From an optimization exercise on the open Yosys and OpenROAD flow, aimed at small area and a short achievable clock period; shortcuts taken in it are not production practice. In this exercise RTL edits were held to simulation tests only and were not proved equivalent to the original. Power and IR drop assume default switching activity.

<file path="flow/design.v">
module miriscv_alu (
	input		[31:0]	a_i,
	input		[31:0]	b_i,
	input				left_i,
	input				arith_i,
	output		[31:0]	shift_o
);
function automatic [31:0] rev;
	input [31:0] x;
	integer k;
	begin
		for (k = 0; k < 32; k = k + 1)
			rev[k] = x[31-k];
	end
endfunction
wire        fill = arith_i & a_i[31];
wire [31:0] x    = left_i ? rev(a_i) : a_i;
wire        big  = |b_i[31:5];
wire [63:0] sh   = {{32{fill}}, x} >> b_i[4:0];
wire [31:0] r    = big ? {32{fill}} : sh[31:0];
assign shift_o = left_i ? rev(r) : r;
endmodule
module miriscv_add (
	input		[63:0]	rs1_nor_i,	 
	input		[31:0]	pc_i,
	input				a_pc_i,		 
	input				a_zero_i,	 
	input		[31:0]	b_i,
	input				c_i,
	output		[31:0]	s_o
);
wire [31:0] p0, g0;
add_pg PG (.rs1_nor_i(rs1_nor_i), .pc_i(pc_i), .a_pc_i(a_pc_i), .a_zero_i(a_zero_i),
           .b_i(b_i), .c_i(c_i), .p_o(p0), .g_o(g0));
wire [31:0] p1, g1, p2, g2, p3, g3, p4, g4, g5;
add_lvl #(.D(1)) L1 (.p_i(p0), .g_i(g0), .p_o(p1), .g_o(g1));
add_lvl #(.D(2)) L2 (.p_i(p1), .g_i(g1), .p_o(p2), .g_o(g2));
add_lvl #(.D(4)) L3 (.p_i(p2), .g_i(g2), .p_o(p3), .g_o(g3));
add_lvl #(.D(8)) L4 (.p_i(p3), .g_i(g3), .p_o(p4), .g_o(g4));
add_last L5 (.p_i(p4), .g_i(g4), .g_o(g5));
add_sum SUM (.p_i(p0), .g_i(g5), .c_i(c_i), .s_o(s_o));
endmodule
module add_pg (
	input		[63:0]	rs1_nor_i,
	input		[31:0]	pc_i,
	input				a_pc_i,
	input				a_zero_i,
	input		[31:0]	b_i,
	input				c_i,
	output		[31:0]	p_o,
	output		[31:0]	g_o
);
wire [31:0] rs1 = ~(rs1_nor_i[31:0] & rs1_nor_i[63:32]);
wire [31:0] a   = (a_pc_i ? pc_i : rs1) & {32{~a_zero_i}};
assign p_o = a ^ b_i;
assign g_o = (a & b_i) | {31'd0, p_o[0] & c_i};
endmodule
module add_lvl #(parameter D = 1) (
	input		[31:0]	p_i,
	input		[31:0]	g_i,
	output		[31:0]	p_o,
	output		[31:0]	g_o
);
assign g_o = g_i | (p_i & {g_i[31-D:0], {D{1'b0}}});
assign p_o = p_i & {p_i[31-D:0], {D{1'b0}}} | {{(32-D){1'b0}}, p_i[D-1:0]};
endmodule
module add_last (
	input		[31:0]	p_i,
	input		[31:0]	g_i,
	output		[31:0]	g_o
);
assign g_o = g_i | (p_i & {g_i[15:0], 16'd0});
endmodule
module add_sum (
	input		[31:0]	p_i,
	input		[31:0]	g_i,
	input				c_i,
	output		[31:0]	s_o
);
assign s_o = p_i ^ {g_i[30:0], c_i};
endmodule
module reg_file (
	input				clk,
	input		[4:0]	ra1,
	input		[4:0]	ra2,
	input		[4:0]	wa,
	input		[31:0]	wd,
	input				we,
	output		[31:0]	rd1,
	output		[31:0]	rd2,
	output		[63:0]	rd1_nor	 
);
wire [32*32-1:0] flat;
assign flat[31:0] = 32'd0;
genvar g;
generate
	for (g = 1; g < 32; g = g + 1) begin : r
		reg [31:0] q;
		always @(posedge clk)
			if (we && wa == g)
				q <= wd;
		assign flat[g*32 +: 32] = q;
	end
endgenerate
wire [31:0] sel1, sel2;
rf_dec DEC1 (.ra_i(ra1), .sel_o(sel1));
rf_dec DEC2 (.ra_i(ra2), .sel_o(sel2));
wire [63:0] nor2_;
rf_read RD1 (.flat_i(flat[32*32-1:32]), .sel_i(sel1[31:1]), .nor_o(rd1_nor));
rf_read RD2 (.flat_i(flat[32*32-1:32]), .sel_i(sel2[31:1]), .nor_o(nor2_));
assign rd1 = ~(rd1_nor[31:0] & rd1_nor[63:32]);
assign rd2 = ~(nor2_[31:0] & nor2_[63:32]);
endmodule
module rf_dec (
	input		[4:0]		ra_i,
	output		[31:0]		sel_o
);
assign sel_o = 32'd1 << ra_i;
endmodule
module rf_read (
	input		[31*32-1:0]	flat_i,
	input		[30:0]		sel_i,
	output		[63:0]		nor_o
);
reg [63:0] part;
integer i;
always @(*) begin
	part = 64'd0;
	for (i = 0; i < 31; i = i + 1)
		part[((i+1)/16)*32 +: 32] = part[((i+1)/16)*32 +: 32] | (flat_i[i*32 +: 32] & {32{sel_i[i]}});
end
assign nor_o = ~part;
endmodule
module miriscv_lsu (
	input		[2:0]	size_i,		 
	input		[1:0]	off_i,		 
	input		[31:0]	mem_data_i,
	input		[31:0]	st_data_i,
	output		[31:0]	ld_data_o,
	output		[3:0]	mask_o,
	output		[31:0]	st_data_o
);
wire [31:0] srl = mem_data_i >> {off_i, 3'b000};
wire        sx  = ~size_i[2];
assign ld_data_o = size_i[1] ? srl :
                   size_i[0] ? {{16{sx & srl[15]}}, srl[15:0]} :
                               {{24{sx & srl[7]}},  srl[7:0]};
assign mask_o = size_i[1] ? 4'b1111 :
                size_i[0] ? (4'b0011 << off_i) : (4'b0001 << off_i);
assign st_data_o = (size_i[2] | size_i[1]) ? st_data_i :
                   size_i[0] ? {2{st_data_i[15:0]}} : {4{st_data_i[7:0]}};
endmodule
module miriscv_csr (
	input				clk,
	input				reset,
	input				trap_i,		 
	input				csr_i,		 
	input		[1:0]	op_i,		 
	input		[11:0]	addr_i,
	input		[31:0]	wdata_i,
	input		[31:0]	pc_i,
	input		[31:0]	mcause_i,
	output reg	[31:0]	mie,
	output reg	[31:0]	mtvec,
	output reg	[31:0]	mepc,
	output		[31:0]	rdata_o
);
reg [31:0] mscratch;
reg [31:0] mcause;
wire h_mie   = addr_i == 12'h304;
wire h_mtvec = addr_i == 12'h305;
wire h_mscr  = addr_i == 12'h340;
wire h_mepc  = addr_i == 12'h341;
wire h_mcau  = addr_i == 12'h342;
assign rdata_o = ({32{h_mie}}   & mie)
               | ({32{h_mtvec}} & mtvec)
               | ({32{h_mscr}}  & mscratch)
               | ({32{h_mepc}}  & mepc)
               | ({32{h_mcau}}  & mcause);
wire [31:0] nv = op_i[1] ? (op_i[0] ? (~wdata_i & rdata_o) : (wdata_i | rdata_o))
                         : wdata_i;
always @(posedge clk) begin
	if (reset) begin
		mie      <= 32'hffffffff;
		mtvec    <= 32'd0;
		mscratch <= 32'd0;
		mepc     <= 32'd0;
		mcause   <= 32'd0;
	end else if (trap_i) begin
		mepc     <= pc_i;
		mcause   <= mcause_i;
	end else if (csr_i) begin
		if (h_mie)   mie      <= nv;
		if (h_mtvec) mtvec    <= nv;
		if (h_mscr)  mscratch <= nv;
		if (h_mepc)  mepc     <= nv;
		if (h_mcau)  mcause   <= nv;
	end
end
endmodule
`timescale 1ns / 1ps
module core(RESET, CLK, raw_instr_mi, core_mem_pc_mo, mem_lsu_data_mi,
    lsu_mem_req_mo, lsu_mem_we_mo, lsu_mem_mask_mo, lsu_mem_addr_mo,
    lsu_mem_data_mo, int_i, dcode_int_rst_o, int_csr_mcause_i, csr_int_mie_o);
input               RESET;
input               CLK;
input       [31:0]  raw_instr_mi;
output      [31:0]  core_mem_pc_mo;
input       [31:0]  mem_lsu_data_mi;
output              lsu_mem_req_mo;
output              lsu_mem_we_mo;
output      [3:0]   lsu_mem_mask_mo;
output      [31:0]  lsu_mem_addr_mo;
output      [31:0]  lsu_mem_data_mo;
input               int_i;
output              dcode_int_rst_o;
input       [31:0]  int_csr_mcause_i;
output      [31:0]  csr_int_mie_o;
reg     [31:0]  reg_pc;
wire    [31:0]  ir  = raw_instr_mi;
wire    [4:0]   opc = ir[6:2];
wire    [2:0]   f3  = ir[14:12];
wire    [6:0]   f7  = ir[31:25];
wire    trap    = (ir == 32'h00100073) | int_i;
wire    ok      = ~trap & (ir[1:0] == 2'b11);
wire    op_op    = opc == 5'b01_100;
wire    op_imm   = opc == 5'b00_100;
wire    op_lui   = opc == 5'b01_101;
wire    op_auipc = opc == 5'b00_101;
wire    op_load  = opc == 5'b00_000;
wire    op_store = opc == 5'b01_000;
wire    op_br    = opc == 5'b11_000;
wire    op_jal   = opc == 5'b11_011;
wire    op_jalr  = opc == 5'b11_001;
wire    op_sys   = opc == 5'b11_100;
wire    ld_ok    = ok & op_load  & ~(f3[1] & f3[0]) & ~(f3[2] & f3[1]);
wire    st_ok    = ok & op_store & ~f3[2] & ~(f3[1] & f3[0]);
wire    jalr_ok  = ok & op_jalr  & (f3 == 3'b000);
wire    jal_ok   = ok & op_jal;
wire    br_ok    = ok & op_br;
wire    csr_ok   = ok & op_sys & ~f3[2] & (f3[1:0] != 2'b00);
wire    eret     = (ir == 32'h00000073) & ~int_i;
wire    gpr_we   = ok & (op_op | op_imm | op_lui | op_auipc | jal_ok | jalr_ok | csr_ok)
                 | ld_ok;
wire    f7z     = f7 == 7'b0000000;
wire    f7alt   = f7 == 7'b0100000;
wire    f7one   = f7 == 7'b0000001;
wire    alu_sub = op_op & (f3 == 3'b000) & f7alt;
wire    alu_sll = (f3 == 3'b001) & f7z;
wire    alu_srl = (f3 == 3'b101) & f7z;
wire    alu_sra = (f3 == 3'b101) & (op_op ? f7one : f7alt);
wire    f7ok    = op_op ? f7z : 1'b1;
wire    alu_slt = (f3 == 3'b010) & f7ok;
wire    alu_sltu= (f3 == 3'b011) & f7ok;
wire    alu_xor = (f3 == 3'b100) & f7ok;
wire    alu_or  = (f3 == 3'b110) & f7ok;
wire    alu_and = (f3 == 3'b111) & f7ok;
wire    alu_shf = alu_sll | alu_srl | alu_sra;
wire    alu_add = ~(alu_shf | alu_slt | alu_sltu | alu_xor | alu_or | alu_and);
wire    [31:0]  imm_I = {{21{ir[31]}}, ir[30:20]};
wire    [31:0]  imm_S = {{21{ir[31]}}, ir[30:25], ir[11:7]};
wire    [31:0]  imm_B = {{20{ir[31]}}, ir[7], ir[30:25], ir[11:8], 1'b0};
wire    [31:0]  imm_J = {{12{ir[31]}}, ir[19:12], ir[20], ir[30:21], 1'b0};
wire    [31:0]  imm_U = {ir[31:12], 12'b0};
wire    [31:0]  rs1, rs2;
wire    [63:0]  rs1_nor;
wire    [31:0]  wb;
reg_file REG_FILE (
    .clk    (CLK),
    .ra1    (ir[19:15]),
    .ra2    (ir[24:20]),
    .wa     (ir[11:7]),
    .wd     (wb),
    .we     (gpr_we),
    .rd1    (rs1),
    .rd2    (rs2),
    .rd1_nor (rs1_nor)
);
wire            a_pc  = op_auipc | op_jal | op_br;
wire    [31:0]  add_b = op_op    ? rs2 :
                        op_store ? imm_S :
                        op_jalr  ? {imm_I[29:0], 2'b00} :
                        op_jal   ? imm_J :
                        op_br    ? imm_B :
                        (op_lui | op_auipc) ? imm_U :
                        imm_I;
wire    [31:0]  sum;
miriscv_add ADD (.rs1_nor_i(rs1_nor), .pc_i(reg_pc), .a_pc_i(a_pc), .a_zero_i(op_lui),
                 .b_i(add_b ^ {32{alu_sub}}), .c_i(alu_sub), .s_o(sum));
wire    [31:0]  opb   = opc[3] ? rs2 : imm_I;    
wire            ltu   = rs1 < opb;
wire            lts   = (rs1[31] ^ opb[31]) ? rs1[31] : ltu;
wire            eq    = rs1 == opb;
wire            taken = br_ok & (f3[2] ? ((f3[1] ? ltu : lts) ^ f3[0])
                                       : (~f3[1] & (eq ^ f3[0])));
wire    [31:0]  shf;
miriscv_alu ALU (
    .a_i     (rs1),
    .b_i     (opb),
    .left_i  (alu_sll),
    .arith_i (alu_sra),
    .shift_o (shf)
);
wire    [31:0]  ld_data;
miriscv_lsu LSU (
    .size_i     (f3),
    .off_i      (sum[1:0]),
    .mem_data_i (mem_lsu_data_mi),
    .st_data_i  (rs2),
    .ld_data_o  (ld_data),
    .mask_o     (lsu_mem_mask_mo),
    .st_data_o  (lsu_mem_data_mo)
);
wire    [31:0]  csr_rd, mtvec, mepc;
miriscv_csr CSR (
    .clk      (CLK),
    .reset    (RESET),
    .trap_i   (trap),
    .csr_i    (csr_ok),
    .op_i     (f3[1:0]),
    .addr_i   (ir[31:20]),
    .wdata_i  (rs1),
    .pc_i     (reg_pc),
    .mcause_i (int_csr_mcause_i),
    .mie      (csr_int_mie_o),
    .mtvec    (mtvec),
    .mepc     (mepc),
    .rdata_o  (csr_rd)
);
wire    [31:0]  pc4   = {reg_pc[31:2] + 30'd1, reg_pc[1:0]};
wire            alu_c = op_op | op_imm;
wire            w_lnk = op_jal | op_jalr;
wire            w_oth = ~(alu_c | op_sys | op_load | w_lnk);    
assign wb = ({32{op_sys}} & csr_rd)
          | ({32{op_load}} & ld_data)
          | ({32{w_lnk}} & pc4)
          | ({32{w_oth | (alu_c & alu_add)}} & sum)
          | ({32{alu_c & alu_shf}} & shf)
          | ({32{alu_c & alu_xor}} & (rs1 ^ opb))
          | ({32{alu_c & alu_or}}  & (rs1 | opb))
          | ({32{alu_c & alu_and}} & (rs1 & opb))
          | {31'd0, alu_c & ((alu_slt & lts) | (alu_sltu & ltu))};
always @(posedge CLK) begin
    if (RESET)
        reg_pc <= 32'h00000000;
    else if (trap)
        reg_pc <= mtvec;
    else if (eret)
        reg_pc <= mepc;
    else if (jal_ok | jalr_ok | taken)
        reg_pc <= sum;
    else
        reg_pc <= pc4;
end
assign core_mem_pc_mo  = reg_pc;
assign lsu_mem_req_mo  = ld_ok | st_ok;
assign lsu_mem_we_mo   = opc[3];
assign lsu_mem_addr_mo = sum;
assign dcode_int_rst_o = eret;
endmodule
</file>
<file path="flow/config.mk">
export PLATFORM = sky130hd
export DESIGN_NAME = core
export DESIGN_NICKNAME = core
export VERILOG_FILES = /design/flow/design.v
export SDC_FILE = /design/flow/constraint.sdc
export NUM_CORES = 4
export LEC_CHECK = 0
export CAP_MARGIN = 10
export CORE_MARGIN = 2
export CORE_UTILIZATION = 40
export PLACE_DENSITY = 0.6
export SETUP_SLACK_MARGIN = 4
export SLEW_MARGIN = 10
export SYNTH_HIERARCHICAL = 1
export TNS_END_PERCENT = 5
</file>
<file path="flow/flow/run.sh">
#!/bin/bash
# Layout flow: the standard ORFS layout (standard.sh, unchanged synthesis)
# with two placement/CTS options changed through ORFS's own variables:
#  - ports are buffered with sky130_fd_sc_hd__buf_2 instead of the default
#    delay-buffer cell that buffer_ports picks on this platform;
#  - clock tree synthesis runs without dummy loads, with clkbuf_16 buffers
#    driving clusters of up to 18 flip-flops.
# make's full output goes to flow_make.log in the work folder; ORFS writes each
# step's own log under orfs/logs/.
set -euo pipefail
export BUFFER_PORTS_ARGS="-buffer_cell sky130_fd_sc_hd__buf_2"
export CTS_ARGS="-sink_clustering_enable -repair_clock_nets -dont_use_dummy_load -buf_list sky130_fd_sc_hd__clkbuf_16 -sink_clustering_size 18 -sink_clustering_max_diameter 80"
bash standard.sh > flow_make.log 2>&1
</file>
<file path="flow/standard.sh">
#!/bin/bash
# synth_recipe.tcl (not shown) runs the flow's synth.tcl, then flattens the netlist and writes it again
# the make line also repeats each setting of config.mk as NAME=value (left out here)
make -C /OpenROAD-flow-scripts/flow DESIGN_CONFIG=/design/flow/config.mk WORK_HOME=/design/flow/orfs CLKGATE_MAP_FILE= SYNTH_SCRIPT=/design/flow/synth_recipe.tcl "${@:-finish}"
</file>
<file path="flow/constraint.sdc">
create_clock -name core_clock -period 13.0 [get_ports {CLK}]
set_input_delay 2.6000 -clock core_clock [delete_from_list [all_inputs] [get_ports {CLK}]]
set_output_delay 2.6000 -clock core_clock [all_outputs]
set_load 0.01 [all_outputs]
</file>
==> run notes <==
==> power by group <==
| group | internal (mW) | total [mW] | switching [mW] |
|---|---|---|---|
| Combinational | 0.843 | 3.06 | 2.22 |
| Clock | 1.11 | 2.41 | 1.29 |
| Sequential | 4.57 | 4.57 | 0.00697 |
| Total | 6.52 | 10.0 | 3.52 |
==> routing by layer <==
| layer | global-route usage [%] | vias to the layer above |
|---|---|---|
| met5 | 0 | - |
| met4 | 27.0 | 18 |
| met3 | 14.6 | 1048 |
| met2 | 52.4 | 4891 |
| met1 | 46.2 | 27500 |
| li1 | - | 22200 |
==> worst paths after layout <==
check / from / to
min: CSR.mscratch[14] / CSR.mscratch[14]
max: raw_instr_mi[20] / lsu_mem_addr_mo[27]
min reg2reg: CSR.mscratch[14] / CSR.mscratch[14]
max reg2reg: REG_FILE.r[5].q[17] / REG_FILE.r[17].q[9]
==> state kept, by name, indices dropped and copies added (netlist names) <==
register      flops
REG_FILE.r.q    992
CSR.mcause       32
CSR.mepc         32
CSR.mie          32
CSR.mscratch     32
CSR.mtvec        32
reg_pc           32
==> stage by stage <==
stage	util (%)	instances	hold WS, ns	total power, mW
finish	46.9	7691	0.448	10.0
global route	46.9	7682	0.478	10.2
CTS	46.8	7668	0.451	9.83
detailed placement	42.6	7347	0.441	7.16
global placement	42.6	7347	0.433	7.14
floorplan	-	5312	0.424	5.88
==> layout by cell type, fill, tap and decap left out, types with 150 or more instances in the layout <==
cell	count
edfxtp_1	992
nor2_1	151
dfxtp_1	192
nand2_1	237
a221oi_1	249
buf_4	349
buf_2	211
a22o_1	268
o21ai_0	150
a22oi_1	513
==> area by class of cell <==
class | instances | area [µm²] | area share [%]
Sequential cell | 1184 | 33600 | 45.8
Multi-Input combinational cell | 3603 | 29400 | 40.1
Timing Repair Buffer | 657 | 5270 | 7.19
Tap cell | 2058 | 2570 | 3.51
Clock buffer | 82 | 2050 | 2.80
Inverter | 95 | 357 | 0.486
Antenna cell | 12 | 30.0 | 0.0409
==> tightest hold or removal path, stage by stage, from the launching register on <==
cell and delay (ns):
dfxtp_1 0.31, nand2_1 0.05, o21ai_1 0.05
==> what timing repair did <==
item / 4_1_cts / 5_1_grt
pin swaps: 197 / 29
setup buffers: 215 / 11
hold endpoints to repair: 0 / 0
resized for setup: 520 / 24
setup endpoints to repair: 694 / 447
gates cloned: 24 / 0
==> out/results.txt <==
Status: complete, no violations
Net count, final: 5851
Setup Crit Path Kind: input port to primary output
Final Slew Violations: 0
Fin crit period: 9.67 ns
Area grow syn2layout: 16.4%
Syn_area_per_cell: 11.9 µm²
Pin count of the biggest net entering global routing: 64
Final setup viols: 0
Worst EP required: 10.40 ns
Antenna violations before repair: 29
Slack of the worst reg-to-reg path: 5.83 ns
Peak supply drop: 0.000178 V
Post-Syn Instances: 5312
H-tree depth: 3
Worst slack, placed: 2.16 ns
Hold Crit Class: flip-flop to flip-flop
PortBufs: 233
Cells along the critical path: buf_12 > or3b_4 > nor2_4 > buf_12 > buf_4 > buf_8 > a22oi_1 > nand4_1 > nor2_4 > nand2_4 > nor2_1 > a21oi_2 > xnor2_1 > ha_1 > a21o_1 > a21o_1 > a21o_1 > a21o_1 > a21o_1 > xor2_4 > buf_6
Grt ovf: 0
Router iterations before antenna repair: 9
Share of layout cells above drive strength 1: 22.8%
Routed WL per cell: 40.4 µm
Fmax: 103 MHz
Clk Latency, worst-skew pair: 0.78 ns
Num rows: 145
Max Used Layer: met5
Crit. End Element: primary output
CTS root buffer: clkbuf_16
Setup_tns: 0 ns
Yosys warnings: 11
Via count: 55700
Clock slew at reported path FFs: 0.08 ns
Final period utilization: 74.4%
Vias per cell: 7.24
Final wirelength: 310 mm
IO Count: 234
CTS tree: done
Cts bufs inserted: 82
Die Wd: 401 µm
GRT Util Overall: 37.2%
Cell depth of the worst setup path: 21
Crit path max-delay family: compound AO/OA/AOI/OAI gates
DR iter-0 viols: 10400
Hold depth: 2
Worst Skew: 0.0831 ns
Relative slew margins: 18.8%
CTS Sinks: 1184
Unrepaired setup endpoints after global routing: yes
Clk buf depth: 3
Top cell by count, worst path: a21o_1
Critical path's largest stage delay: 0.51 ns
RD Place Congestion: 1.10
First-pass GRT wire length: 419 mm
Slowest-stage cell, CP: nand4_1
Final WS setup: 3.33 ns
Final count of hold timing violations: 0
Worst slew pin tran: 1.22 ns
DP HPWL: 201 mm
ANT nets after route: 0
Vias in the first global route: 50900
Arrival @ worst endpoint: 7.07 ns
DRC violations left: 0
Bufs and invs on worst path: 5
Synth Net Count: 5540
Area of the mapped netlist: 63000 µm²
Register-to-Register Path Depth: 20
CP Max Fanout: 7
Core Region: 156000 µm²
Die Y: 401 µm
Pleak: 25.0 nW
Initial Util: 40.3%
Startpoint Class: input port
Pwr/cell area: 137 nW/µm²
CTS Hold Bufs: 0
Filler cells: 14100
Met1 wire length: 109 mm
Met2 routed WL: 125 mm
Routed wl met3: 47.1 mm
Die area: 161000 µm²
Final Cell Area: 73400 µm²
DP Area: 66600 µm²
Max_cap viols: 0

port drivers added, routing unchanged:
How much do the figures lean on ideal ports? The routed layout below was timed once more, with nothing changed but the port constraints.
Step 1 (the two cells are an assumption about what drives the block):
set clk [get_ports {CLK}]
set_driving_cell -lib_cell sky130_fd_sc_hd__clkbuf_16 $clk
set_driving_cell -lib_cell sky130_fd_sc_hd__buf_2 [delete_from_list [all_inputs] $clk]
Step 2 times the ports against the registers' clock, not the clock port: input delays grow and output delays shrink by t, the midpoint of the rising clock arrivals with the driver on.
a / b / c = no drivers / after step 1 / after step 2; a / b = the first two.
shift t [ns]: 0.821
setup slack, ns: 3.333 / 3.072 / 2.612
worst setup path after step 2: input to register
After both steps this run still meets setup and hold. The setup slack of this run moves by -0.261 ns with the drivers and by -0.721 ns with both steps.
